From an optimization exercise on the open Yosys and OpenROAD flow, aimed at small area; shortcuts taken in it are not production practice.
Function was checked by simulation only, so behaviour that the tests miss may differ from the original.

### flow/run.sh
#!/bin/bash
# Standard synthesis, then a re-optimisation of its combinational logic around the
# full adders (netopt.py + resynth.ys), then the standard layout flow.
set -euo pipefail
LIB=$FLOW_HOME/platforms/sky130hd/lib/sky130_fd_sc_hd__tt_025C_1v80.lib
R=orfs/results/sky130hd/CORDIC_Vectoring_top1/base
bash standard.sh synth > standard_synth.log 2>&1
cp $R/1_2_yosys.v standard_1_2_yosys.v
python3 flow/netopt.py $LIB standard_1_2_yosys.v netopt.v > netopt.log 2>&1
sed -e "s#LIBFILE#$LIB#g" -e "s#FLOWHOME#$FLOW_HOME#g" flow/resynth.ys > resynth.ys
yosys -s resynth.ys > resynth.log 2>&1
cp resynth.v $R/1_2_yosys.v
touch $R/1_2_yosys.v
rm -f $R/1_synth.odb
bash standard.sh synth > standard_synth2.log 2>&1
bash standard.sh > standard_finish.log 2>&1
### flow/netopt.py
#!/usr/bin/env python3
"""Rewrite a mapped Yosys netlist for re-synthesis of its combinational glue:
keeps flip-flops, full/half adders and tie cells as instances, turns every other
cell into an assign from its liberty function, and flips the polarity of full
adders (FA(~a,~b,~c) = ~FA(a,b,c)) where that removes inverters between adders,
flip-flops and ports.  Usage: netopt.py LIB IN.v OUT.v"""
import re, sys, collections

lib_path, in_path, out_path = sys.argv[1:4]

# ---- liberty: output pin functions
lib = open(lib_path).read()
funcs = {}
for m in re.finditer(r'\n\s*cell\s*\(\s*"?(\w+)"?\s*\)\s*\{', lib):
    start = m.end(); depth = 1; i = start
    while depth:
        c = lib[i]
        if c == '{': depth += 1
        elif c == '}': depth -= 1
        i += 1
    body = lib[start:i]
    outs = {}
    for pm in re.finditer(r'\n\s*pin\s*\(\s*"?(\w+)"?\s*\)\s*\{', body):
        s2 = pm.end(); d = 1; j = s2
        while d:
            c = body[j]
            if c == '{': d += 1
            elif c == '}': d -= 1
            j += 1
        pb = body[s2:j]
        if re.search(r'direction\s*:\s*"?output', pb):
            f = re.search(r'\n\s*function\s*:\s*"([^"]*)"', pb)
            if f: outs[pm.group(1)] = f.group(1)
    funcs[m.group(1)] = outs

KEEP = re.compile(r'sky130_fd_sc_hd__(df|edf|sdf|fa_|ha_|conb|dl)')

txt = open(in_path).read()
mod_start = txt.index('module ')
hdr_end = txt.index(';', mod_start) + 1
header = txt[mod_start:hdr_end]
body = txt[hdr_end:txt.rindex('endmodule')]

port_decl = []
for m in re.finditer(r'^\s*(input|output|inout)\b[^;]*;', body, re.M):
    port_decl.append(m.group(0).strip())

NET = r'(\\\S+\s|[A-Za-z_][\w$]*(?:\s*\[\d+\])?|\d+\'[bh][0-9a-fA-Fxz]+)'
insts = []
for m in re.finditer(r'^\s*(sky130_fd_sc_hd__\w+)\s+(\\\S+\s|\S+)\s*\((.*?)\);', body, re.M | re.S):
    pins = {p: n.strip() for p, n in re.findall(r'\.(\w+)\(\s*' + NET + r'\s*\)', m.group(3))}
    insts.append([m.group(1), m.group(2).strip(), pins])
assigns = re.findall(r'^\s*assign\s+(.*?)\s*=\s*(.*?);', body, re.M)

def norm(n):
    n = n.strip()
    return n

# drivers / loads
driver = {}
loads = collections.defaultdict(list)
for idx, (t, name, pins) in enumerate(insts):
    outs = funcs.get(t, {})
    for p, n in pins.items():
        if p in outs or p in ('Q', 'Q_N', 'HI', 'LO', 'SUM', 'COUT'):
            driver[n] = (idx, p)
        else:
            loads[n].append((idx, p))

def is_inv(t):
    return re.match(r'sky130_fd_sc_hd__(clk)?inv_\d+$', t) is not None
def is_fa(t):
    return t.startswith('sky130_fd_sc_hd__fa_')
def kept(t):
    return KEEP.match(t) is not None

# ---- FA flip optimisation
# edges between kept cells / ports through inverter-only chains: (drv, load, parity)
edges = []
def walk(net, parity, src):
    for (li, lp) in loads.get(net, []):
        t = insts[li][0]
        if is_inv(t):
            walk(insts[li][2]['Y'], parity ^ 1, src)
        elif kept(t):
            edges.append((src, li, parity))
for idx, (t, name, pins) in enumerate(insts):
    if kept(t):
        for p in ('Q', 'SUM', 'COUT'):
            if p in pins:
                walk(pins[p], 0, idx)
flip = collections.defaultdict(int)
fa_ids = [i for i, x in enumerate(insts) if is_fa(x[0])]
adj = collections.defaultdict(list)
for (a, b, p) in edges:
    adj[a].append((b, p)); adj[b].append((a, p))
def cost_local(i):
    return sum((p ^ flip[i] ^ flip[j]) for (j, p) in adj[i] if j != i)
changed = True; it = 0
while changed and it < 50:
    changed = False; it += 1
    for i in fa_ids:
        c0 = cost_local(i); flip[i] ^= 1; c1 = cost_local(i)
        if c1 < c0: changed = True
        else: flip[i] ^= 1
tot = sum((p ^ flip[a] ^ flip[b]) for (a, b, p) in edges)
sys.stderr.write("netopt: %d FA, %d flipped, %d edges, inverting edges %d -> %d\n" % (
    len(fa_ids), sum(flip[i] for i in fa_ids), len(edges), sum(p for (_, _, p) in edges), tot))

# ---- write
out = [header]
out += ['  ' + d for d in port_decl]
nets = set()
for t, name, pins in insts:
    nets.update(pins.values())
for a, b in assigns:
    nets.add(a.strip()); nets.add(b.strip())
portnames = set()
for d in port_decl:
    for w in re.sub(r'^(input|output|inout)\s*(\[\d+:\d+\])?', '', d).rstrip(';').split(','):
        portnames.add(w.strip())
def base(n):
    return re.sub(r'\s*\[\d+\]$', '', n) if not n.startswith('\\') else n
decl = set()
for n in nets:
    if "'" in n: continue
    b = base(n)
    if b in portnames: continue
    decl.add(n if n.startswith('\\') else b)
for n in sorted(decl):
    out.append('  wire %s ;' % n if n.startswith('\\') else '  wire %s;' % n)
k = 0
def tok_sub(fn, pins):
    def rep(m):
        return '(' + pins[m.group(0)] + ' )'
    e = re.sub(r'[A-Za-z_]\w*', rep, fn)
    return e.replace('!', '~')
for idx, (t, name, pins) in enumerate(insts):
    if kept(t):
        pins = dict(pins)
        if is_fa(t) and flip[idx]:
            for p in ('A', 'B', 'CIN'):
                nn = '\\nopt_i%d ' % k; k += 1
                out.append('  wire %s;' % nn)
                out.append('  assign %s = ~%s ;' % (nn, pins[p]))
                pins[p] = nn
            for p in ('SUM', 'COUT'):
                nn = '\\nopt_o%d ' % k; k += 1
                out.append('  wire %s;' % nn)
                out.append('  assign %s = ~%s ;' % (pins[p], nn))
                pins[p] = nn
        out.append('  %s %s (%s);' % (t, name if not name.startswith('\\') else name + ' ',
                   ', '.join('.%s(%s )' % (p, n) for p, n in pins.items())))
    else:
        for p, fn in funcs[t].items():
            if p in pins:
                out.append('  assign %s = %s;' % (pins[p] + ' ' if pins[p].startswith('\\') else pins[p],
                                                  tok_sub(fn, pins)))
for a, b in assigns:
    out.append('  assign %s = %s;' % (a, b))
out.append('endmodule')
open(out_path, 'w').write('\n'.join(out) + '\n')
### flow/resynth.ys
# Re-synthesis of the combinational glue of the standard synthesis netlist
# (netopt.v, written by netopt.py). Flip-flops, adders and tie cells stay as they are.
read_liberty -lib LIBFILE
read_verilog netopt.v
hierarchy -top CORDIC_Vectoring_top1
proc
opt -purge
techmap
opt -fast -purge
abc -script FLOWHOME/scripts/abc_area.script -liberty LIBFILE -dont_use sky130_fd_sc_hd__probe_p_8 -dont_use sky130_fd_sc_hd__probec_p_8 -dont_use sky130_fd_sc_hd__lpflow_bleeder_1 -dont_use sky130_fd_sc_hd__lpflow_clkbufkapwr_1 -dont_use sky130_fd_sc_hd__lpflow_clkbufkapwr_16 -dont_use sky130_fd_sc_hd__lpflow_clkbufkapwr_2 -dont_use sky130_fd_sc_hd__lpflow_clkbufkapwr_4 -dont_use sky130_fd_sc_hd__lpflow_clkbufkapwr_8 -dont_use sky130_fd_sc_hd__lpflow_clkinvkapwr_1 -dont_use sky130_fd_sc_hd__lpflow_clkinvkapwr_16 -dont_use sky130_fd_sc_hd__lpflow_clkinvkapwr_2 -dont_use sky130_fd_sc_hd__lpflow_clkinvkapwr_4 -dont_use sky130_fd_sc_hd__lpflow_clkinvkapwr_8 -dont_use sky130_fd_sc_hd__lpflow_decapkapwr_12 -dont_use sky130_fd_sc_hd__lpflow_decapkapwr_3 -dont_use sky130_fd_sc_hd__lpflow_decapkapwr_4 -dont_use sky130_fd_sc_hd__lpflow_decapkapwr_6 -dont_use sky130_fd_sc_hd__lpflow_decapkapwr_8 -dont_use sky130_fd_sc_hd__lpflow_inputiso0n_1 -dont_use sky130_fd_sc_hd__lpflow_inputiso0p_1 -dont_use sky130_fd_sc_hd__lpflow_inputiso1n_1 -dont_use sky130_fd_sc_hd__lpflow_inputiso1p_1 -dont_use sky130_fd_sc_hd__lpflow_inputisolatch_1 -dont_use sky130_fd_sc_hd__lpflow_isobufsrc_1 -dont_use sky130_fd_sc_hd__lpflow_isobufsrc_16 -dont_use sky130_fd_sc_hd__lpflow_isobufsrc_2 -dont_use sky130_fd_sc_hd__lpflow_isobufsrc_4 -dont_use sky130_fd_sc_hd__lpflow_isobufsrc_8 -dont_use sky130_fd_sc_hd__lpflow_isobufsrckapwr_16 -dont_use sky130_fd_sc_hd__lpflow_lsbuf_lh_hl_isowell_tap_1 -dont_use sky130_fd_sc_hd__lpflow_lsbuf_lh_hl_isowell_tap_2 -dont_use sky130_fd_sc_hd__lpflow_lsbuf_lh_hl_isowell_tap_4 -dont_use sky130_fd_sc_hd__lpflow_lsbuf_lh_isowell_4 -dont_use sky130_fd_sc_hd__lpflow_lsbuf_lh_isowell_tap_1 -dont_use sky130_fd_sc_hd__lpflow_lsbuf_lh_isowell_tap_2 -dont_use sky130_fd_sc_hd__lpflow_lsbuf_lh_isowell_tap_4  -D 10000
setundef -zero
splitnets
opt_clean -purge
hilomap -singleton -hicell sky130_fd_sc_hd__conb_1 HI -locell sky130_fd_sc_hd__conb_1 LO
insbuf -buf sky130_fd_sc_hd__buf_4 A X
opt_clean -purge
tee -o resynth_stat.txt stat -liberty LIBFILE
write_verilog -noattr -nohex -nodec resynth.v
### standard.sh
#!/bin/bash
# synth_recipe.tcl (not shown) runs the flow's synth.tcl, then flattens the netlist and writes it again
# the make line also repeats each setting of config.mk as NAME=value (left out here)
make -C /OpenROAD-flow-scripts/flow DESIGN_CONFIG=/design/flow/config.mk WORK_HOME=/design/flow/orfs CLKGATE_MAP_FILE= SYNTH_SCRIPT=/design/flow/synth_recipe.tcl "${@:-finish}"
### config.mk
export PLATFORM = sky130hd
export DESIGN_NAME = CORDIC_Vectoring_top1
export DESIGN_NICKNAME = CORDIC_Vectoring_top1
export VERILOG_FILES = /design/flow/design.v
export SDC_FILE = /design/flow/constraint.sdc
export NUM_CORES = 4
export LEC_CHECK = 0
export ABC_AREA = 1
export CAP_MARGIN = 20
export CORE_MARGIN = 2
export CORE_UTILIZATION = 40
export CTS_BUF_LIST = sky130_fd_sc_hd__clkbuf_8
export CTS_CLUSTER_DIAMETER = 50
export CTS_CLUSTER_SIZE = 18
export PLACE_DENSITY = 0.6
export SLEW_MARGIN = 20
### constraint.sdc
create_clock -name core_clock -period 10.0 [get_ports {clk}]
set_input_delay 2.0000 -clock core_clock [delete_from_list [all_inputs] [get_ports {clk}]]
set_output_delay 2.0000 -clock core_clock [all_outputs]
set_load 0.01 [all_outputs]
### design.v
module absolute_value (
        input [15:0] x,
        input [15:0] y,
        output [15:0] xh,
        output [15:0] zh
    );
    wire sx = x[15], sy = y[15];
    wire [14:0] ax = x[14:0] ^ {15{sx}};
    wire [14:0] ay = y[14:0] ^ {15{sy}};
    wire fix = (x == 16'h8000) ^ (y == 16'h8000);
    wire s0x_s0 = ax[0] ^ ay[0];
    wire s0x_c0 = ax[0] & ay[0];
    wire s0x_s1 = s0x_s0 ^ sx;
    wire s0x_c1 = s0x_s0 & sx;
    wire s0x_s2 = ax[1] ^ ay[1] ^ s0x_c0;
    wire s0x_c2 = (ax[1] & ay[1]) | (ax[1] & s0x_c0) | (ay[1] & s0x_c0);
    wire s0x_s3 = ax[2] ^ ay[2];
    wire s0x_c3 = ax[2] & ay[2];
    wire s0x_s4 = ax[3] ^ ay[3];
    wire s0x_c4 = ax[3] & ay[3];
    wire s0x_s5 = ax[4] ^ ay[4];
    wire s0x_c5 = ax[4] & ay[4];
    wire s0x_s6 = ax[5] ^ ay[5];
    wire s0x_c6 = ax[5] & ay[5];
    wire s0x_s7 = ax[6] ^ ay[6];
    wire s0x_c7 = ax[6] & ay[6];
    wire s0x_s8 = ax[7] ^ ay[7];
    wire s0x_c8 = ax[7] & ay[7];
    wire s0x_s9 = ax[8] ^ ay[8];
    wire s0x_c9 = ax[8] & ay[8];
    wire s0x_s10 = ax[9] ^ ay[9];
    wire s0x_c10 = ax[9] & ay[9];
    wire s0x_s11 = ax[10] ^ ay[10];
    wire s0x_c11 = ax[10] & ay[10];
    wire s0x_s12 = ax[11] ^ ay[11];
    wire s0x_c12 = ax[11] & ay[11];
    wire s0x_s13 = ax[12] ^ ay[12];
    wire s0x_c13 = ax[12] & ay[12];
    wire s0x_s14 = ax[13] ^ ay[13];
    wire s0x_c14 = ax[13] & ay[13];
    wire s0x_s15 = ax[14] ^ ay[14];
    wire s0x_c15 = ax[14] & ay[14];
    wire [15:0] xra = {s0x_c15, s0x_s15, s0x_s14, s0x_s13, s0x_s12, s0x_s11, s0x_s10, s0x_s9, s0x_s8, s0x_s7, s0x_s6, s0x_s5, s0x_s4, s0x_s3, s0x_s2, s0x_s1};
    wire [15:0] xrb = {1'b0, s0x_c14, s0x_c13, s0x_c12, s0x_c11, s0x_c10, s0x_c9, s0x_c8, s0x_c7, s0x_c6, s0x_c5, s0x_c4, s0x_c3, s0x_c2, s0x_c1, sy};
    wire [15:0] xsum = xra + xrb;
    assign xh = xsum ^ {fix, 15'd0};
    wire s0z_s0 = ay[0] ^ ~ax[0];
    wire s0z_c0 = ay[0] & ~ax[0];
    wire s0z_s1 = s0z_s0 ^ sy;
    wire s0z_c1 = s0z_s0 & sy;
    wire s0z_s2 = ay[1] ^ ~ax[1] ^ s0z_c0;
    wire s0z_c2 = (ay[1] & ~ax[1]) | (ay[1] & s0z_c0) | (~ax[1] & s0z_c0);
    wire s0z_s3 = ay[2] ^ ~ax[2];
    wire s0z_c3 = ay[2] & ~ax[2];
    wire s0z_s4 = ay[3] ^ ~ax[3];
    wire s0z_c4 = ay[3] & ~ax[3];
    wire s0z_s5 = ay[4] ^ ~ax[4];
    wire s0z_c5 = ay[4] & ~ax[4];
    wire s0z_s6 = ay[5] ^ ~ax[5];
    wire s0z_c6 = ay[5] & ~ax[5];
    wire s0z_s7 = ay[6] ^ ~ax[6];
    wire s0z_c7 = ay[6] & ~ax[6];
    wire s0z_s8 = ay[7] ^ ~ax[7];
    wire s0z_c8 = ay[7] & ~ax[7];
    wire s0z_s9 = ay[8] ^ ~ax[8];
    wire s0z_c9 = ay[8] & ~ax[8];
    wire s0z_s10 = ay[9] ^ ~ax[9];
    wire s0z_c10 = ay[9] & ~ax[9];
    wire s0z_s11 = ay[10] ^ ~ax[10];
    wire s0z_c11 = ay[10] & ~ax[10];
    wire s0z_s12 = ay[11] ^ ~ax[11];
    wire s0z_c12 = ay[11] & ~ax[11];
    wire s0z_s13 = ay[12] ^ ~ax[12];
    wire s0z_c13 = ay[12] & ~ax[12];
    wire s0z_s14 = ay[13] ^ ~ax[13];
    wire s0z_c14 = ay[13] & ~ax[13];
    wire s0z_s15 = ay[14] ^ ~ax[14];
    wire s0z_c15 = ay[14] & ~ax[14];
    wire [15:0] zra = {1'b1, s0z_s15, s0z_s14, s0z_s13, s0z_s12, s0z_s11, s0z_s10, s0z_s9, s0z_s8, s0z_s7, s0z_s6, s0z_s5, s0z_s4, s0z_s3, s0z_s2, s0z_s1};
    wire [15:0] zrb = {s0z_c15, s0z_c14, s0z_c13, s0z_c12, s0z_c11, s0z_c10, s0z_c9, s0z_c8, s0z_c7, s0z_c6, s0z_c5, s0z_c4, s0z_c3, s0z_c2, s0z_c1, ~sx};
    wire [15:0] zsum = zra + zrb;
    assign zh = zsum ^ {fix, 15'd0};
endmodule
module vec_block #(
        parameter K = 1
    ) (
        input clk,
        input [21:0] x_in,
        input [21:0] z_in,
        input dprev,
        output d,
        output reg [21:0] x_out,
        output reg [21:0] z_out
    );
    function [21:0] radd(input [21:0] a, input [21:0] b, input cin);
        integer i;
        reg c;
        begin
            c = cin;
            for (i = 0; i < 22; i = i + 1) begin
                radd[i] = a[i] ^ b[i] ^ c;
                c = (a[i] & b[i]) | (c & (a[i] ^ b[i]));
            end
        end
    endfunction
    assign d = z_in[21] ^ dprev;
    wire [21:0] v   = z_in ^ {22{z_in[21]}};
    wire [21:0] xsh = {{K{x_in[21]}}, x_in[21:K]};
    always @(posedge clk) begin
        x_out <= radd(x_in, v >> K, d);
        z_out <= radd(v, ~xsh, 1'b1);
    end
endmodule
module vec_scaling (
        input [21:0] x,
        output [15:0] y
    );
    wire sc_s0 = x[1] ^ x[4] ^ x[5];
    wire sc_c0 = (x[1] & x[4]) | (x[1] & x[5]) | (x[4] & x[5]);
    wire sc_s1 = x[7] ^ x[8];
    wire sc_c1 = x[7] & x[8];
    wire sc_s2 = x[2] ^ x[5] ^ x[6];
    wire sc_c2 = (x[2] & x[5]) | (x[2] & x[6]) | (x[5] & x[6]);
    wire sc_s3 = x[8] ^ x[9] ^ x[11];
    wire sc_c3 = (x[8] & x[9]) | (x[8] & x[11]) | (x[9] & x[11]);
    wire sc_s4 = x[12] ^ x[13];
    wire sc_c4 = x[12] & x[13];
    wire sc_s5 = x[3] ^ x[6] ^ x[7];
    wire sc_c5 = (x[3] & x[6]) | (x[3] & x[7]) | (x[6] & x[7]);
    wire sc_s6 = x[9] ^ x[10] ^ x[12];
    wire sc_c6 = (x[9] & x[10]) | (x[9] & x[12]) | (x[10] & x[12]);
    wire sc_s7 = x[13] ^ x[14] ^ x[16];
    wire sc_c7 = (x[13] & x[14]) | (x[13] & x[16]) | (x[14] & x[16]);
    wire sc_s8 = x[4] ^ x[7] ^ x[8];
    wire sc_c8 = (x[4] & x[7]) | (x[4] & x[8]) | (x[7] & x[8]);
    wire sc_s9 = x[10] ^ x[11] ^ x[13];
    wire sc_c9 = (x[10] & x[11]) | (x[10] & x[13]) | (x[11] & x[13]);
    wire sc_s10 = x[14] ^ x[15] ^ x[17];
    wire sc_c10 = (x[14] & x[15]) | (x[14] & x[17]) | (x[15] & x[17]);
    wire sc_s11 = x[5] ^ x[8] ^ x[9];
    wire sc_c11 = (x[5] & x[8]) | (x[5] & x[9]) | (x[8] & x[9]);
    wire sc_s12 = x[11] ^ x[12] ^ x[14];
    wire sc_c12 = (x[11] & x[12]) | (x[11] & x[14]) | (x[12] & x[14]);
    wire sc_s13 = x[15] ^ x[16] ^ x[18];
    wire sc_c13 = (x[15] & x[16]) | (x[15] & x[18]) | (x[16] & x[18]);
    wire sc_s14 = x[6] ^ x[9] ^ x[10];
    wire sc_c14 = (x[6] & x[9]) | (x[6] & x[10]) | (x[9] & x[10]);
    wire sc_s15 = x[12] ^ x[13] ^ x[15];
    wire sc_c15 = (x[12] & x[13]) | (x[12] & x[15]) | (x[13] & x[15]);
    wire sc_s16 = x[16] ^ x[17] ^ x[19];
    wire sc_c16 = (x[16] & x[17]) | (x[16] & x[19]) | (x[17] & x[19]);
    wire sc_s17 = x[7] ^ x[10] ^ x[11];
    wire sc_c17 = (x[7] & x[10]) | (x[7] & x[11]) | (x[10] & x[11]);
    wire sc_s18 = x[13] ^ x[14] ^ x[16];
    wire sc_c18 = (x[13] & x[14]) | (x[13] & x[16]) | (x[14] & x[16]);
    wire sc_s19 = x[17] ^ x[18] ^ x[20];
    wire sc_c19 = (x[17] & x[18]) | (x[17] & x[20]) | (x[18] & x[20]);
    wire sc_s20 = x[8] ^ x[11] ^ x[12];
    wire sc_c20 = (x[8] & x[11]) | (x[8] & x[12]) | (x[11] & x[12]);
    wire sc_s21 = x[14] ^ x[15] ^ x[17];
    wire sc_c21 = (x[14] & x[15]) | (x[14] & x[17]) | (x[15] & x[17]);
    wire sc_s22 = x[18] ^ x[19] ^ x[21];
    wire sc_c22 = (x[18] & x[19]) | (x[18] & x[21]) | (x[19] & x[21]);
    wire sc_s23 = x[9] ^ x[12] ^ x[13];
    wire sc_c23 = (x[9] & x[12]) | (x[9] & x[13]) | (x[12] & x[13]);
    wire sc_s24 = x[15] ^ x[16] ^ x[18];
    wire sc_c24 = (x[15] & x[16]) | (x[15] & x[18]) | (x[16] & x[18]);
    wire sc_s25 = x[19] ^ x[20] ^ x[21];
    wire sc_c25 = (x[19] & x[20]) | (x[19] & x[21]) | (x[20] & x[21]);
    wire sc_s26 = x[10] ^ x[13] ^ x[14];
    wire sc_c26 = (x[10] & x[13]) | (x[10] & x[14]) | (x[13] & x[14]);
    wire sc_s27 = x[16] ^ x[17] ^ x[19];
    wire sc_c27 = (x[16] & x[17]) | (x[16] & x[19]) | (x[17] & x[19]);
    wire sc_s28 = x[20] ^ x[21] ^ x[21];
    wire sc_c28 = (x[20] & x[21]) | (x[20] & x[21]) | (x[21] & x[21]);
    wire sc_s29 = x[11] ^ x[14] ^ x[15];
    wire sc_c29 = (x[11] & x[14]) | (x[11] & x[15]) | (x[14] & x[15]);
    wire sc_s30 = x[17] ^ x[18] ^ x[20];
    wire sc_c30 = (x[17] & x[18]) | (x[17] & x[20]) | (x[18] & x[20]);
    wire sc_s31 = x[12] ^ x[15] ^ x[16];
    wire sc_c31 = (x[12] & x[15]) | (x[12] & x[16]) | (x[15] & x[16]);
    wire sc_s32 = sc_s0 ^ sc_s1 ^ x[10];
    wire sc_c32 = (sc_s0 & sc_s1) | (sc_s0 & x[10]) | (sc_s1 & x[10]);
    wire sc_s33 = sc_s2 ^ sc_s3 ^ sc_s4;
    wire sc_c33 = (sc_s2 & sc_s3) | (sc_s2 & sc_s4) | (sc_s3 & sc_s4);
    wire sc_s34 = x[15] ^ sc_c0;
    wire sc_c34 = x[15] & sc_c0;
    wire sc_s35 = sc_s5 ^ sc_s6 ^ sc_s7;
    wire sc_c35 = (sc_s5 & sc_s6) | (sc_s5 & sc_s7) | (sc_s6 & sc_s7);
    wire sc_s36 = sc_c2 ^ sc_c3 ^ sc_c4;
    wire sc_c36 = (sc_c2 & sc_c3) | (sc_c2 & sc_c4) | (sc_c3 & sc_c4);
    wire sc_s37 = sc_s8 ^ sc_s9 ^ sc_s10;
    wire sc_c37 = (sc_s8 & sc_s9) | (sc_s8 & sc_s10) | (sc_s9 & sc_s10);
    wire sc_s38 = sc_c5 ^ sc_c6 ^ sc_c7;
    wire sc_c38 = (sc_c5 & sc_c6) | (sc_c5 & sc_c7) | (sc_c6 & sc_c7);
    wire sc_s39 = sc_s11 ^ sc_s12 ^ sc_s13;
    wire sc_c39 = (sc_s11 & sc_s12) | (sc_s11 & sc_s13) | (sc_s12 & sc_s13);
    wire sc_s40 = sc_c8 ^ sc_c9 ^ sc_c10;
    wire sc_c40 = (sc_c8 & sc_c9) | (sc_c8 & sc_c10) | (sc_c9 & sc_c10);
    wire sc_s41 = sc_s14 ^ sc_s15 ^ sc_s16;
    wire sc_c41 = (sc_s14 & sc_s15) | (sc_s14 & sc_s16) | (sc_s15 & sc_s16);
    wire sc_s42 = sc_c11 ^ sc_c12 ^ sc_c13;
    wire sc_c42 = (sc_c11 & sc_c12) | (sc_c11 & sc_c13) | (sc_c12 & sc_c13);
    wire sc_s43 = sc_s17 ^ sc_s18 ^ sc_s19;
    wire sc_c43 = (sc_s17 & sc_s18) | (sc_s17 & sc_s19) | (sc_s18 & sc_s19);
    wire sc_s44 = sc_c14 ^ sc_c15 ^ sc_c16;
    wire sc_c44 = (sc_c14 & sc_c15) | (sc_c14 & sc_c16) | (sc_c15 & sc_c16);
    wire sc_s45 = sc_s20 ^ sc_s21 ^ sc_s22;
    wire sc_c45 = (sc_s20 & sc_s21) | (sc_s20 & sc_s22) | (sc_s21 & sc_s22);
    wire sc_s46 = sc_c17 ^ sc_c18 ^ sc_c19;
    wire sc_c46 = (sc_c17 & sc_c18) | (sc_c17 & sc_c19) | (sc_c18 & sc_c19);
    wire sc_s47 = sc_s23 ^ sc_s24 ^ sc_s25;
    wire sc_c47 = (sc_s23 & sc_s24) | (sc_s23 & sc_s25) | (sc_s24 & sc_s25);
    wire sc_s48 = sc_c20 ^ sc_c21 ^ sc_c22;
    wire sc_c48 = (sc_c20 & sc_c21) | (sc_c20 & sc_c22) | (sc_c21 & sc_c22);
    wire sc_s49 = sc_s26 ^ sc_s27 ^ sc_s28;
    wire sc_c49 = (sc_s26 & sc_s27) | (sc_s26 & sc_s28) | (sc_s27 & sc_s28);
    wire sc_s50 = sc_c23 ^ sc_c24 ^ sc_c25;
    wire sc_c50 = (sc_c23 & sc_c24) | (sc_c23 & sc_c25) | (sc_c24 & sc_c25);
    wire sc_s51 = sc_s29 ^ sc_s30 ^ x[21];
    wire sc_c51 = (sc_s29 & sc_s30) | (sc_s29 & x[21]) | (sc_s30 & x[21]);
    wire sc_s52 = sc_c26 ^ sc_c27 ^ sc_c28;
    wire sc_c52 = (sc_c26 & sc_c27) | (sc_c26 & sc_c28) | (sc_c27 & sc_c28);
    wire sc_s53 = sc_s31 ^ x[18] ^ x[19];
    wire sc_c53 = (sc_s31 & x[18]) | (sc_s31 & x[19]) | (x[18] & x[19]);
    wire sc_s54 = x[21] ^ sc_c29 ^ sc_c30;
    wire sc_c54 = (x[21] & sc_c29) | (x[21] & sc_c30) | (sc_c29 & sc_c30);
    wire sc_s55 = x[13] ^ x[16] ^ x[17];
    wire sc_c55 = (x[13] & x[16]) | (x[13] & x[17]) | (x[16] & x[17]);
    wire sc_s56 = x[19] ^ x[20] ^ sc_c31;
    wire sc_c56 = (x[19] & x[20]) | (x[19] & sc_c31) | (x[20] & sc_c31);
    wire sc_s57 = x[14] ^ x[17] ^ x[18];
    wire sc_c57 = (x[14] & x[17]) | (x[14] & x[18]) | (x[17] & x[18]);
    wire sc_s58 = x[20] ^ x[21] ^ x[21];
    wire sc_c58 = (x[20] & x[21]) | (x[20] & x[21]) | (x[21] & x[21]);
    wire sc_s59 = x[15] ^ x[18] ^ x[19];
    wire sc_c59 = (x[15] & x[18]) | (x[15] & x[19]) | (x[18] & x[19]);
    wire sc_s60 = sc_s32 ^ x[11];
    wire sc_c60 = sc_s32 & x[11];
    wire sc_s61 = sc_s33 ^ sc_s34 ^ sc_c1;
    wire sc_c61 = (sc_s33 & sc_s34) | (sc_s33 & sc_c1) | (sc_s34 & sc_c1);
    wire sc_s62 = sc_s35 ^ sc_s36 ^ sc_c33;
    wire sc_c62 = (sc_s35 & sc_s36) | (sc_s35 & sc_c33) | (sc_s36 & sc_c33);
    wire sc_s63 = sc_s37 ^ sc_s38 ^ sc_c35;
    wire sc_c63 = (sc_s37 & sc_s38) | (sc_s37 & sc_c35) | (sc_s38 & sc_c35);
    wire sc_s64 = sc_s39 ^ sc_s40 ^ sc_c37;
    wire sc_c64 = (sc_s39 & sc_s40) | (sc_s39 & sc_c37) | (sc_s40 & sc_c37);
    wire sc_s65 = sc_s41 ^ sc_s42 ^ sc_c39;
    wire sc_c65 = (sc_s41 & sc_s42) | (sc_s41 & sc_c39) | (sc_s42 & sc_c39);
    wire sc_s66 = sc_s43 ^ sc_s44 ^ sc_c41;
    wire sc_c66 = (sc_s43 & sc_s44) | (sc_s43 & sc_c41) | (sc_s44 & sc_c41);
    wire sc_s67 = sc_s45 ^ sc_s46 ^ sc_c43;
    wire sc_c67 = (sc_s45 & sc_s46) | (sc_s45 & sc_c43) | (sc_s46 & sc_c43);
    wire sc_s68 = sc_s47 ^ sc_s48 ^ sc_c45;
    wire sc_c68 = (sc_s47 & sc_s48) | (sc_s47 & sc_c45) | (sc_s48 & sc_c45);
    wire sc_s69 = sc_s49 ^ sc_s50 ^ sc_c47;
    wire sc_c69 = (sc_s49 & sc_s50) | (sc_s49 & sc_c47) | (sc_s50 & sc_c47);
    wire sc_s70 = sc_s51 ^ sc_s52 ^ sc_c49;
    wire sc_c70 = (sc_s51 & sc_s52) | (sc_s51 & sc_c49) | (sc_s52 & sc_c49);
    wire sc_s71 = sc_s53 ^ sc_s54 ^ sc_c51;
    wire sc_c71 = (sc_s53 & sc_s54) | (sc_s53 & sc_c51) | (sc_s54 & sc_c51);
    wire sc_s72 = sc_s55 ^ sc_s56 ^ sc_c53;
    wire sc_c72 = (sc_s55 & sc_s56) | (sc_s55 & sc_c53) | (sc_s56 & sc_c53);
    wire sc_s73 = sc_s57 ^ sc_s58 ^ sc_c55;
    wire sc_c73 = (sc_s57 & sc_s58) | (sc_s57 & sc_c55) | (sc_s58 & sc_c55);
    wire sc_s74 = sc_s59 ^ x[21] ^ sc_c57;
    wire sc_c74 = (sc_s59 & x[21]) | (sc_s59 & sc_c57) | (x[21] & sc_c57);
    wire sc_s75 = x[16] ^ x[19] ^ x[20];
    wire sc_c75 = (x[16] & x[19]) | (x[16] & x[20]) | (x[19] & x[20]);
    wire sc_s76 = x[17] ^ x[20] ^ x[21];
    wire sc_c76 = (x[17] & x[20]) | (x[17] & x[21]) | (x[20] & x[21]);
    wire sc_s77 = sc_s60 ^ x[12];
    wire sc_c77 = sc_s60 & x[12];
    wire sc_s78 = sc_s61 ^ sc_c32 ^ sc_c60;
    wire sc_c78 = (sc_s61 & sc_c32) | (sc_s61 & sc_c60) | (sc_c32 & sc_c60);
    wire sc_s79 = sc_s62 ^ sc_c34 ^ sc_c61;
    wire sc_c79 = (sc_s62 & sc_c34) | (sc_s62 & sc_c61) | (sc_c34 & sc_c61);
    wire sc_s80 = sc_s63 ^ sc_c36 ^ sc_c62;
    wire sc_c80 = (sc_s63 & sc_c36) | (sc_s63 & sc_c62) | (sc_c36 & sc_c62);
    wire sc_s81 = sc_s64 ^ sc_c38 ^ sc_c63;
    wire sc_c81 = (sc_s64 & sc_c38) | (sc_s64 & sc_c63) | (sc_c38 & sc_c63);
    wire sc_s82 = sc_s65 ^ sc_c40 ^ sc_c64;
    wire sc_c82 = (sc_s65 & sc_c40) | (sc_s65 & sc_c64) | (sc_c40 & sc_c64);
    wire sc_s83 = sc_s66 ^ sc_c42 ^ sc_c65;
    wire sc_c83 = (sc_s66 & sc_c42) | (sc_s66 & sc_c65) | (sc_c42 & sc_c65);
    wire sc_s84 = sc_s67 ^ sc_c44 ^ sc_c66;
    wire sc_c84 = (sc_s67 & sc_c44) | (sc_s67 & sc_c66) | (sc_c44 & sc_c66);
    wire sc_s85 = sc_s68 ^ sc_c46 ^ sc_c67;
    wire sc_c85 = (sc_s68 & sc_c46) | (sc_s68 & sc_c67) | (sc_c46 & sc_c67);
    wire sc_s86 = sc_s69 ^ sc_c48 ^ sc_c68;
    wire sc_c86 = (sc_s69 & sc_c48) | (sc_s69 & sc_c68) | (sc_c48 & sc_c68);
    wire sc_s87 = sc_s70 ^ sc_c50 ^ sc_c69;
    wire sc_c87 = (sc_s70 & sc_c50) | (sc_s70 & sc_c69) | (sc_c50 & sc_c69);
    wire sc_s88 = sc_s71 ^ sc_c52 ^ sc_c70;
    wire sc_c88 = (sc_s71 & sc_c52) | (sc_s71 & sc_c70) | (sc_c52 & sc_c70);
    wire sc_s89 = sc_s72 ^ sc_c54 ^ sc_c71;
    wire sc_c89 = (sc_s72 & sc_c54) | (sc_s72 & sc_c71) | (sc_c54 & sc_c71);
    wire sc_s90 = sc_s73 ^ sc_c56 ^ sc_c72;
    wire sc_c90 = (sc_s73 & sc_c56) | (sc_s73 & sc_c72) | (sc_c56 & sc_c72);
    wire sc_s91 = sc_s74 ^ sc_c58 ^ sc_c73;
    wire sc_c91 = (sc_s74 & sc_c58) | (sc_s74 & sc_c73) | (sc_c58 & sc_c73);
    wire sc_s92 = sc_s75 ^ sc_c59 ^ sc_c74;
    wire sc_c92 = (sc_s75 & sc_c59) | (sc_s75 & sc_c74) | (sc_c59 & sc_c74);
    wire sc_s93 = sc_s76 ^ x[21] ^ sc_c75;
    wire sc_c93 = (sc_s76 & x[21]) | (sc_s76 & sc_c75) | (x[21] & sc_c75);
    wire sc_s94 = x[18] ^ x[21] ^ sc_c76;
    wire sc_c94 = (x[18] & x[21]) | (x[18] & sc_c76) | (x[21] & sc_c76);
    wire [21:0] ra = {1'b0, x[21], x[20], x[19], sc_s94, sc_s93, sc_s92, sc_s91, sc_s90, sc_s89, sc_s88, sc_s87, sc_s86, sc_s85, sc_s84, sc_s83, sc_s82, sc_s81, sc_s80, sc_s79, sc_s78, sc_s77};
    wire [21:0] rb = {1'b0, x[21], x[21], sc_c94, sc_c93, sc_c92, sc_c91, sc_c90, sc_c89, sc_c88, sc_c87, sc_c86, sc_c85, sc_c84, sc_c83, sc_c82, sc_c81, sc_c80, sc_c79, sc_c78, sc_c77, x[14]};
    wire [21:0] sum = ra + rb;
    assign y = sum[21:6];
endmodule
module vec_angle_calc (
        input clk,
        input nreset,
        input [15:0] ei,           
        input qvld,                
        input [1:0] quad_in,
        input [15:1] dir,          
        output reg [15:0] angle_out
    );
    genvar k;
    reg [1:0] qr [0:15];
    always @(posedge clk or negedge nreset)
        if (~nreset) qr[0] <= 2'b00;
        else if (qvld) qr[0] <= quad_in;
    generate
        for (k = 1; k <= 15; k = k + 1) begin : g_qr
            always @(posedge clk or negedge nreset)
                if (~nreset) qr[k] <= 2'b00;
                else if (ei[k-1]) qr[k] <= qr[k-1];
        end
    endgenerate
    reg [1:0] w0;
    always @(posedge clk or negedge nreset)
        if (~nreset) w0 <= 2'b01;
        else if (ei[0]) w0 <= {1'b1, qr[0][1] ^ qr[0][0]};
    wire [15:0] wq [0:13];
    assign wq[0] = {14'd0, w0};
    generate
        for (k = 1; k <= 13; k = k + 1) begin : g_w
            reg [k+1:0] w;
            always @(posedge clk or negedge nreset)
                if (~nreset) w <= 1;
                else if (ei[k]) w <= {wq[k-1][k:0], dir[k] ^ qr[k][1] ^ qr[k][0]};
            assign wq[k] = w;
        end
    endgenerate
    reg [14:0] w14;
    always @(posedge clk or negedge nreset)
        if (~nreset) w14 <= 15'd1;
        else if (ei[14]) w14 <= wq[13][14:0];
    wire [15:0] phi;
    vec_angle_decode dec (.w(w14), .phi(phi));
    wire [1:0] qf = qr[15];
    always @(posedge clk or negedge nreset)
        if (~nreset) angle_out <= 16'd0;
        else if (ei[15]) angle_out <= {(qf == 2'b00) ? phi[15] : qf[1], phi[14:0]};
endmodule
module vec_angle_decode (
        input [14:0] w,
        output [15:0] phi
    );
    wire [13:0] p, e, f;
    assign p[0] = w[14];
    assign f[0] = w[14];
    assign e[0] = p[0] & w[13];
    assign p[1] = p[0] | w[13];
    assign f[1] = ~p[0] & w[13];
    assign e[1] = p[1] & w[12];
    assign p[2] = p[1] | w[12];
    assign f[2] = ~p[1] & w[12];
    assign e[2] = p[2] & w[11];
    assign p[3] = p[2] | w[11];
    assign f[3] = ~p[2] & w[11];
    assign e[3] = p[3] & w[10];
    assign p[4] = p[3] | w[10];
    assign f[4] = ~p[3] & w[10];
    assign e[4] = p[4] & w[9];
    assign p[5] = p[4] | w[9];
    assign f[5] = ~p[4] & w[9];
    assign e[5] = p[5] & w[8];
    assign p[6] = p[5] | w[8];
    assign f[6] = ~p[5] & w[8];
    assign e[6] = p[6] & w[7];
    assign p[7] = p[6] | w[7];
    assign f[7] = ~p[6] & w[7];
    assign e[7] = p[7] & w[6];
    assign p[8] = p[7] | w[6];
    assign f[8] = ~p[7] & w[6];
    assign e[8] = p[8] & w[5];
    assign p[9] = p[8] | w[5];
    assign f[9] = ~p[8] & w[5];
    assign e[9] = p[9] & w[4];
    assign p[10] = p[9] | w[4];
    assign f[10] = ~p[9] & w[4];
    assign e[10] = p[10] & w[3];
    assign p[11] = p[10] | w[3];
    assign f[11] = ~p[10] & w[3];
    assign e[11] = p[11] & w[2];
    assign p[12] = p[11] | w[2];
    assign f[12] = ~p[11] & w[2];
    assign e[12] = p[12] & w[1];
    assign p[13] = p[12] | w[1];
    assign f[13] = ~p[12] & w[1];
    assign e[13] = p[13] & w[0];
    wire cb0 = f[0] | f[1] | f[2] | f[4] | f[6] | f[7] | f[12] | f[13];
    wire cb1 = f[3] | f[5] | f[7] | f[8] | f[9] | f[10] | f[12];
    wire cb2 = f[2] | f[5] | f[7] | f[8] | f[9];
    wire cb3 = f[2] | f[7] | f[8] | f[11];
    wire cb4 = f[2] | f[4] | f[7] | f[10];
    wire cb5 = f[3] | f[9];
    wire cb6 = f[6] | f[8];
    wire cb7 = f[5] | f[7];
    wire cb8 = f[0] | f[1] | f[4] | f[6];
    wire cb9 = f[0] | f[1] | f[3] | f[5];
    wire cb10 = f[0] | f[1] | f[2] | f[4];
    wire cb11 = f[3];
    wire cb12 = f[2];
    wire cb13 = f[1];
    wire cb14 = f[0];
    wire dc_s0 = cb1 ^ ~e[2] ^ ~e[3];
    wire dc_c0 = (cb1 & ~e[2]) | (cb1 & ~e[3]) | (~e[2] & ~e[3]);
    wire dc_s1 = ~e[4] ^ ~e[5];
    wire dc_c1 = ~e[4] & ~e[5];
    wire dc_s2 = cb2 ^ ~e[2] ^ ~e[4];
    wire dc_c2 = (cb2 & ~e[2]) | (cb2 & ~e[4]) | (~e[2] & ~e[4]);
    wire dc_s3 = ~e[6] ^ ~e[10];
    wire dc_c3 = ~e[6] & ~e[10];
    wire dc_s4 = cb3 ^ ~e[1] ^ ~e[5];
    wire dc_c4 = (cb3 & ~e[1]) | (cb3 & ~e[5]) | (~e[1] & ~e[5]);
    wire dc_s5 = cb4 ^ ~e[2];
    wire dc_c5 = cb4 & ~e[2];
    wire dc_s6 = cb5 ^ ~e[2];
    wire dc_c6 = cb5 & ~e[2];
    wire dc_s7 = cb6 ^ ~e[1];
    wire dc_c7 = cb6 & ~e[1];
    wire dc_s8 = cb7 ^ ~e[1];
    wire dc_c8 = cb7 & ~e[1];
    wire dc_s9 = cb8 ^ ~e[1];
    wire dc_c9 = cb8 & ~e[1];
    wire dc_s10 = dc_s0 ^ dc_s1 ^ ~e[7];
    wire dc_c10 = (dc_s0 & dc_s1) | (dc_s0 & ~e[7]) | (dc_s1 & ~e[7]);
    wire dc_s11 = dc_s2 ^ dc_s3 ^ ~e[12];
    wire dc_c11 = (dc_s2 & dc_s3) | (dc_s2 & ~e[12]) | (dc_s3 & ~e[12]);
    wire dc_s12 = 1'b1 ^ dc_c0;
    wire dc_c12 = 1'b1 & dc_c0;
    wire dc_s13 = dc_s4 ^ ~e[9] ^ ~e[11];
    wire dc_c13 = (dc_s4 & ~e[9]) | (dc_s4 & ~e[11]) | (~e[9] & ~e[11]);
    wire dc_s14 = 1'b1 ^ dc_c2 ^ dc_c3;
    wire dc_c14 = (1'b1 & dc_c2) | (1'b1 & dc_c3) | (dc_c2 & dc_c3);
    wire dc_s15 = dc_s5 ^ ~e[4] ^ ~e[8];
    wire dc_c15 = (dc_s5 & ~e[4]) | (dc_s5 & ~e[8]) | (~e[4] & ~e[8]);
    wire dc_s16 = ~e[10] ^ 1'b1 ^ dc_c4;
    wire dc_c16 = (~e[10] & 1'b1) | (~e[10] & dc_c4) | (1'b1 & dc_c4);
    wire dc_s17 = dc_s6 ^ ~e[3] ^ ~e[7];
    wire dc_c17 = (dc_s6 & ~e[3]) | (dc_s6 & ~e[7]) | (~e[3] & ~e[7]);
    wire dc_s18 = ~e[9] ^ 1'b1 ^ dc_c5;
    wire dc_c18 = (~e[9] & 1'b1) | (~e[9] & dc_c5) | (1'b1 & dc_c5);
    wire dc_s19 = dc_s7 ^ ~e[2] ^ ~e[6];
    wire dc_c19 = (dc_s7 & ~e[2]) | (dc_s7 & ~e[6]) | (~e[2] & ~e[6]);
    wire dc_s20 = ~e[8] ^ 1'b1 ^ dc_c6;
    wire dc_c20 = (~e[8] & 1'b1) | (~e[8] & dc_c6) | (1'b1 & dc_c6);
    wire dc_s21 = dc_s8 ^ ~e[2] ^ ~e[5];
    wire dc_c21 = (dc_s8 & ~e[2]) | (dc_s8 & ~e[5]) | (~e[2] & ~e[5]);
    wire dc_s22 = ~e[7] ^ 1'b1 ^ dc_c7;
    wire dc_c22 = (~e[7] & 1'b1) | (~e[7] & dc_c7) | (1'b1 & dc_c7);
    wire dc_s23 = dc_s9 ^ ~e[2] ^ ~e[4];
    wire dc_c23 = (dc_s9 & ~e[2]) | (dc_s9 & ~e[4]) | (~e[2] & ~e[4]);
    wire dc_s24 = ~e[6] ^ 1'b1 ^ dc_c8;
    wire dc_c24 = (~e[6] & 1'b1) | (~e[6] & dc_c8) | (1'b1 & dc_c8);
    wire dc_s25 = cb9 ^ ~e[2] ^ ~e[3];
    wire dc_c25 = (cb9 & ~e[2]) | (cb9 & ~e[3]) | (~e[2] & ~e[3]);
    wire dc_s26 = ~e[5] ^ dc_c9;
    wire dc_c26 = ~e[5] & dc_c9;
    wire dc_s27 = cb10 ^ ~e[1];
    wire dc_c27 = cb10 & ~e[1];
    wire dc_s28 = dc_s10 ^ ~e[11];
    wire dc_c28 = dc_s10 & ~e[11];
    wire dc_s29 = dc_s11 ^ dc_s12 ^ dc_c1;
    wire dc_c29 = (dc_s11 & dc_s12) | (dc_s11 & dc_c1) | (dc_s12 & dc_c1);
    wire dc_s30 = dc_s13 ^ dc_s14 ^ dc_c11;
    wire dc_c30 = (dc_s13 & dc_s14) | (dc_s13 & dc_c11) | (dc_s14 & dc_c11);
    wire dc_s31 = dc_s15 ^ dc_s16 ^ dc_c13;
    wire dc_c31 = (dc_s15 & dc_s16) | (dc_s15 & dc_c13) | (dc_s16 & dc_c13);
    wire dc_s32 = dc_s17 ^ dc_s18 ^ dc_c15;
    wire dc_c32 = (dc_s17 & dc_s18) | (dc_s17 & dc_c15) | (dc_s18 & dc_c15);
    wire dc_s33 = dc_s19 ^ dc_s20 ^ dc_c17;
    wire dc_c33 = (dc_s19 & dc_s20) | (dc_s19 & dc_c17) | (dc_s20 & dc_c17);
    wire dc_s34 = dc_s21 ^ dc_s22 ^ dc_c19;
    wire dc_c34 = (dc_s21 & dc_s22) | (dc_s21 & dc_c19) | (dc_s22 & dc_c19);
    wire dc_s35 = dc_s23 ^ dc_s24 ^ dc_c21;
    wire dc_c35 = (dc_s23 & dc_s24) | (dc_s23 & dc_c21) | (dc_s24 & dc_c21);
    wire dc_s36 = dc_s25 ^ dc_s26 ^ dc_c23;
    wire dc_c36 = (dc_s25 & dc_s26) | (dc_s25 & dc_c23) | (dc_s26 & dc_c23);
    wire dc_s37 = dc_s27 ^ ~e[4] ^ dc_c25;
    wire dc_c37 = (dc_s27 & ~e[4]) | (dc_s27 & dc_c25) | (~e[4] & dc_c25);
    wire dc_s38 = cb11 ^ ~e[3];
    wire dc_c38 = cb11 & ~e[3];
    wire dc_s39 = cb12 ^ ~e[2];
    wire dc_c39 = cb12 & ~e[2];
    wire dc_s40 = cb13 ^ ~e[1];
    wire dc_c40 = cb13 & ~e[1];
    wire dc_s41 = cb14 ^ ~e[0];
    wire dc_c41 = cb14 & ~e[0];
    wire dc_s42 = dc_s28 ^ ~e[13];
    wire dc_c42 = dc_s28 & ~e[13];
    wire dc_s43 = dc_s29 ^ dc_c10 ^ dc_c28;
    wire dc_c43 = (dc_s29 & dc_c10) | (dc_s29 & dc_c28) | (dc_c10 & dc_c28);
    wire dc_s44 = dc_s30 ^ dc_c12 ^ dc_c29;
    wire dc_c44 = (dc_s30 & dc_c12) | (dc_s30 & dc_c29) | (dc_c12 & dc_c29);
    wire dc_s45 = dc_s31 ^ dc_c14 ^ dc_c30;
    wire dc_c45 = (dc_s31 & dc_c14) | (dc_s31 & dc_c30) | (dc_c14 & dc_c30);
    wire dc_s46 = dc_s32 ^ dc_c16 ^ dc_c31;
    wire dc_c46 = (dc_s32 & dc_c16) | (dc_s32 & dc_c31) | (dc_c16 & dc_c31);
    wire dc_s47 = dc_s33 ^ dc_c18 ^ dc_c32;
    wire dc_c47 = (dc_s33 & dc_c18) | (dc_s33 & dc_c32) | (dc_c18 & dc_c32);
    wire dc_s48 = dc_s34 ^ dc_c20 ^ dc_c33;
    wire dc_c48 = (dc_s34 & dc_c20) | (dc_s34 & dc_c33) | (dc_c20 & dc_c33);
    wire dc_s49 = dc_s35 ^ dc_c22 ^ dc_c34;
    wire dc_c49 = (dc_s35 & dc_c22) | (dc_s35 & dc_c34) | (dc_c22 & dc_c34);
    wire dc_s50 = dc_s36 ^ dc_c24 ^ dc_c35;
    wire dc_c50 = (dc_s36 & dc_c24) | (dc_s36 & dc_c35) | (dc_c24 & dc_c35);
    wire dc_s51 = dc_s37 ^ dc_c26 ^ dc_c36;
    wire dc_c51 = (dc_s37 & dc_c26) | (dc_s37 & dc_c36) | (dc_c26 & dc_c36);
    wire dc_s52 = dc_s38 ^ dc_c27 ^ dc_c37;
    wire dc_c52 = (dc_s38 & dc_c27) | (dc_s38 & dc_c37) | (dc_c27 & dc_c37);
    wire dc_s53 = dc_s39 ^ 1'b1 ^ dc_c38;
    wire dc_c53 = (dc_s39 & 1'b1) | (dc_s39 & dc_c38) | (1'b1 & dc_c38);
    wire dc_s54 = dc_s40 ^ 1'b1 ^ dc_c39;
    wire dc_c54 = (dc_s40 & 1'b1) | (dc_s40 & dc_c39) | (1'b1 & dc_c39);
    wire dc_s55 = dc_s41 ^ 1'b1 ^ dc_c40;
    wire dc_c55 = (dc_s41 & 1'b1) | (dc_s41 & dc_c40) | (1'b1 & dc_c40);
    wire [15:0] ra = {dc_c41, dc_s55, dc_s54, dc_s53, dc_s52, dc_s51, dc_s50, dc_s49, dc_s48, dc_s47, dc_s46, dc_s45, dc_s44, dc_s43, dc_s42, cb0};
    wire [15:0] rb = {dc_c55, dc_c54, dc_c53, dc_c52, dc_c51, dc_c50, dc_c49, dc_c48, dc_c47, dc_c46, dc_c45, dc_c44, dc_c43, dc_c42, 1'b1, 1'b0};
    assign phi = ra + rb;
endmodule
module CORDIC_Vectoring_top1 #(
        parameter DATA_WIDTH = 16,
        parameter CORDIC_WIDTH = 22,
        parameter CORDIC_STAGES = 16,
        parameter ANGLE_WIDTH = 16
    ) (
        input clk,
        input nreset,
        input vec_en,
        input signed [DATA_WIDTH-1:0] x_vec_in,
        input signed [DATA_WIDTH-1:0] y_vec_in,
        input angle_calc_enable_in,
        output signed [DATA_WIDTH-1:0] x_vec_out,
        output output_valid_o,
        output [CORDIC_STAGES-1:0] micro_angle_o,
        output [1:0] quad_out,
        output vec_microRot_out_start,
        output signed [ANGLE_WIDTH-1:0] angle_out
    );
    function [21:0] radd(input [21:0] a, input [21:0] b, input cin);
        integer i;
        reg c;
        begin
            c = cin;
            for (i = 0; i < 22; i = i + 1) begin
                radd[i] = a[i] ^ b[i] ^ c;
                c = (a[i] & b[i]) | (c & (a[i] ^ b[i]));
            end
        end
    endfunction
    reg [17:1] vld;
    always @(posedge clk or negedge nreset)
        if (~nreset) vld <= 17'd0;
        else         vld <= {vld[16:1], vec_en};
    assign vec_microRot_out_start = vld[1];
    assign output_valid_o = vld[17];
    reg [1:0] quad;
    wire [1:0] quad_in = {y_vec_in[15], x_vec_in[15]};
    always @(posedge clk or negedge nreset)
        if (~nreset)     quad <= 2'b00;
        else if (vec_en) quad <= quad_in;
    assign quad_out = vec_en ? quad_in : quad;
    wire [15:0] x1n, z1n;
    absolute_value stage0 (.x(x_vec_in), .y(y_vec_in), .xh(x1n), .zh(z1n));
    reg [15:0] x1h, z1h;
    always @(posedge clk) begin
        x1h <= x1n;
        z1h <= z1n;
    end
    reg  [15:1] mr;                  
    wire [15:0] dprev = {mr, 1'b0};  
    wire [21:0] xs [1:15];
    wire [21:0] zs [1:15];
    wire [15:1] d;
    assign xs[1] = {x1h, 6'd0};
    assign zs[1] = {z1h, 6'd0};
    genvar k;
    generate
        for (k = 1; k <= 14; k = k + 1) begin : g_stage
            vec_block #(.K(k)) stage (
                .clk(clk), .x_in(xs[k]), .z_in(zs[k]), .dprev(dprev[k-1]),
                .d(d[k]), .x_out(xs[k+1]), .z_out(zs[k+1]));
        end
    endgenerate
    wire [21:0] v15 = zs[15] ^ {22{zs[15][21]}};
    assign d[15] = zs[15][21] ^ mr[14];
    reg [21:0] x16;
    always @(posedge clk)
        x16 <= radd(xs[15], v15 >> 15, d[15]);
    always @(posedge clk or negedge nreset)
        if (~nreset) mr <= 15'd0;
        else begin : upd_mr
            integer i;
            for (i = 1; i <= 15; i = i + 1)
                if (vld[i]) mr[i] <= d[i];
        end
    assign micro_angle_o = {mr, 1'b0};
    wire [15:0] xsc;
    vec_scaling scale (.x(x16), .y(xsc));
    reg [15:0] xo;
    always @(posedge clk or negedge nreset)
        if (~nreset)      xo <= 16'd0;
        else if (vld[16]) xo <= xsc;
    assign x_vec_out = xo;
    wire ace = angle_calc_enable_in;
    vec_angle_calc angle (
        .clk(clk), .nreset(nreset), .ei(ace ? vld[16:1] : 16'd0), .qvld(ace & vec_en),
        .quad_in(quad_in), .dir(mr), .angle_out(angle_out));
endmodule
==> impl_metrics.py <==
metrics = {
    "synth": {
        "synthesis.area_sq_um": 42600,
        "synth.avg_cell_area_sq_um": 12.3,
        "synth-warning-count": 17,
        "syn-num-nets": 4331,
        "synthCells": 3461,
    },
    "timing": {
        "fin_crit_sh_pct": 96.1,
        "fmax_mhz": 104,
        "worstMarginPinSlew_ps": 959,
        "finalSetupTns_ps": 0,
        "fin_skew_ps": 50.3,
        "hold_viol": 0,
        "setup_viol": 0,
        "maxSlewViolCount": 0,
        "fin_crit_ps": 9610,
        "slew_headroom_pct": 35.9,
        "rsz0062_at_grt": "no",
    },
    "critical_path": {
        "critPathMaxFanout": 3,
        "r2r-end": "g_stage[11].stage.z_out[21]",
        "worstPathRequired_ps": 10630,
        "crit_start": "g_stage[10].stage.z_out[21]",
        "r2r_slack_ps": 390,
        "cp-start-kind": "register",
        "crit_arrival_ps": 10240,
        "crit_path_end": "g_stage[11].stage.z_out[21]",
        "r2r_cells": 24,
        "cp-end-kind": "register",
        "r2r_start": "g_stage[10].stage.z_out[21]",
        "critPathKind": "reg -> reg",
    },
    "cts": {
        "path_clk_slew_ps": 90,
        "cts_tree": "yes",
        "clock_latency_ps": 740,
        "cts_sinks": 874,
        "cts_buffers": 94,
        "clockBufferDepth": 3,
        "clock-root-buffer": "clkbuf_8",
        "cts_htree_levels": 3,
    },
    "floorplan": {
        "num_rows": 119,
        "floorplan.die.height_um": 330,
        "core_sq_um": 105000,
        "start_util_pct": 40.4,
        "io_pins": 88,
        "die_w_um": 330,
        "dieArea_sq_um": 109000,
    },
    "place": {
        "gp_congestion": 0.874,
        "io_buffers": 86,
        "dp_cells": 4926,
        "place_hpwl_um": 60800,
    },
    "finish": {
        "nets": 4501,
        "area_growth_syn_to_layout_pct": 11.5,
        "final_common_cell": "dfxtp_1",
        "mostFrequentLayoutCells": "dfxtp_1, fa_1, nand2_1",
        "fin_cells": 5104,
        "drive_gt1_share_pct": 7.30,
        "utilization_pct": 45.1,
    },
    "detailed_routing": {
        "vias": 21900,
        "drcViolationCount": 0,
        "drt-vias-per-instance": 4.30,
        "wl_per_cell_um": 14.5,
        "drtPass1Iterations": 16,
        "postRouteAntennaNets": 0,
        "routed_wirelength_um": 73900,
        "drt-initial-drc-count": 710,
    },
    "global_route": {
        "grt_pass1_wl_um": 122000,
        "grt_pass1_vias": 24400,
        "antenna_found_initial": 1,
        "track_usage_pct": 14.3,
        "grt_max_degree": 108,
        "grt-ovfl-total": 0,
    },
    "hold_path": {
        "hold_class": "reg -> reg",
    },
    "run_status": {
        "outcome": "timing/DRC/antenna clean",
    },
    "flow_run": {
        "cap_violations": 0,
    },
}
## critical path: stages, from the launching register on
cell and delay, ps:
dfxtp_2 350, xnor2_1 170, ha_1 170, inv_1 50, fa_1 410, fa_1 430
fa_1 430, fa_1 430, fa_1 430, fa_1 430, fa_1 430, fa_1 440
fa_1 430, fa_1 450, fa_1 440, fa_1 440, fa_1 430, fa_1 420
fa_1 430, fa_1 440, fa_1 430, fa_1 430, fa_1 440, fa_1 420
xnor2_1 140
## per-stage QoR
stage | hold slack (ps) | area (sq um) | worst slack [ps]
floorplan | 382 | 42600 | 88.1
global route | 433 | 47500 | 26.7
finish | 408 | 47500 | 387
CTS | 403 | 47500 | 27.4
global placement | 410 | 45200 | -9.54
detailed placement | 412 | 45200 | -83.1
## registers in the layout, indices dropped and copies added (netlist names)
name / cells
angle.qr: 32
angle.w14: 15
x16: 21
g_stage.stage.x_out: 302
xo: 16
x1h: 16
angle.angle_out: 16
angle.g_w.w: 117
quad: 2
vld: 17
z1h: 16
g_stage.stage.z_out: 287
mr: 15
angle.w0: 2
## final cells by class
type / count / area [sq um]
fillers: 9685 / 57900
inverters: 465 / 1750
well taps: 1391 / 1740
clock inverters: 72 / 820
repair buffers: 111 / 1060
clock buffers: 105 / 1450
flip-flops and latches: 874 / 18700
multi-input cells: 2085 / 22000
diodes: 1 / 2.50
## per-layer routing
layer | vias up | GRT usage [%] | wire (um)
li1 | 11000 | - | -
met1 | 10600 | 15.2 | 27800
met2 | 274 | 27.7 | 40500
met3 | 130 | 2.60 | 2860
met4 | 0 | 5.68 | 2710
met5 | - | 0 | 0
## timing repair
action	4_1_cts	5_1_grt
hold buffers	0	0
gates resized for setup	2	16
setup endpoints to repair	2	8
gates cloned	0	0
buffers inserted	0	0
hold endpoints to repair	0	0
## worst min-delay path by stage
stage | startpoint | end | slack [ps] | cells after the start
floorplan | vld[3] | vld[4] | 380 | 0
global placement | vld[11] | vld[12] | 410 | 0
detailed placement | vld[15] | vld[16] | 410 | 0
CTS | vld[8] | vld[9] | 400 | 0
global route | vld[8] | vld[9] | 430 | 0
finish | vld[8] | vld[9] | 410 | 0

==> port drivers added, routing unchanged <==
In the flow no input, the clock included, has a driving cell. The finished layout below was timed again as built, in two steps. Step 1 (the two cells are an assumption about what drives the block):
set clk [get_ports {clk}]
set_driving_cell -lib_cell sky130_fd_sc_hd__clkbuf_16 $clk
set_driving_cell -lib_cell sky130_fd_sc_hd__buf_2 [delete_from_list [all_inputs] $clk]
Step 2 also shifts input and output timing later by t, the mid clock arrival at the registers, as if the neighbouring blocks saw the same clock. Three values: no drivers, after step 1, after step 2; two values: the first two.
shift t [ns]: 0.784
setup slack, ns: 0.387 / 0.387 / 0.387
hold WS [ns]: 0.408 / 0.408 / 0.408
After both steps setup and hold are still met in this run. The setup slack of this run moves by 0.000 ns with the drivers and by 0.000 ns with both steps.
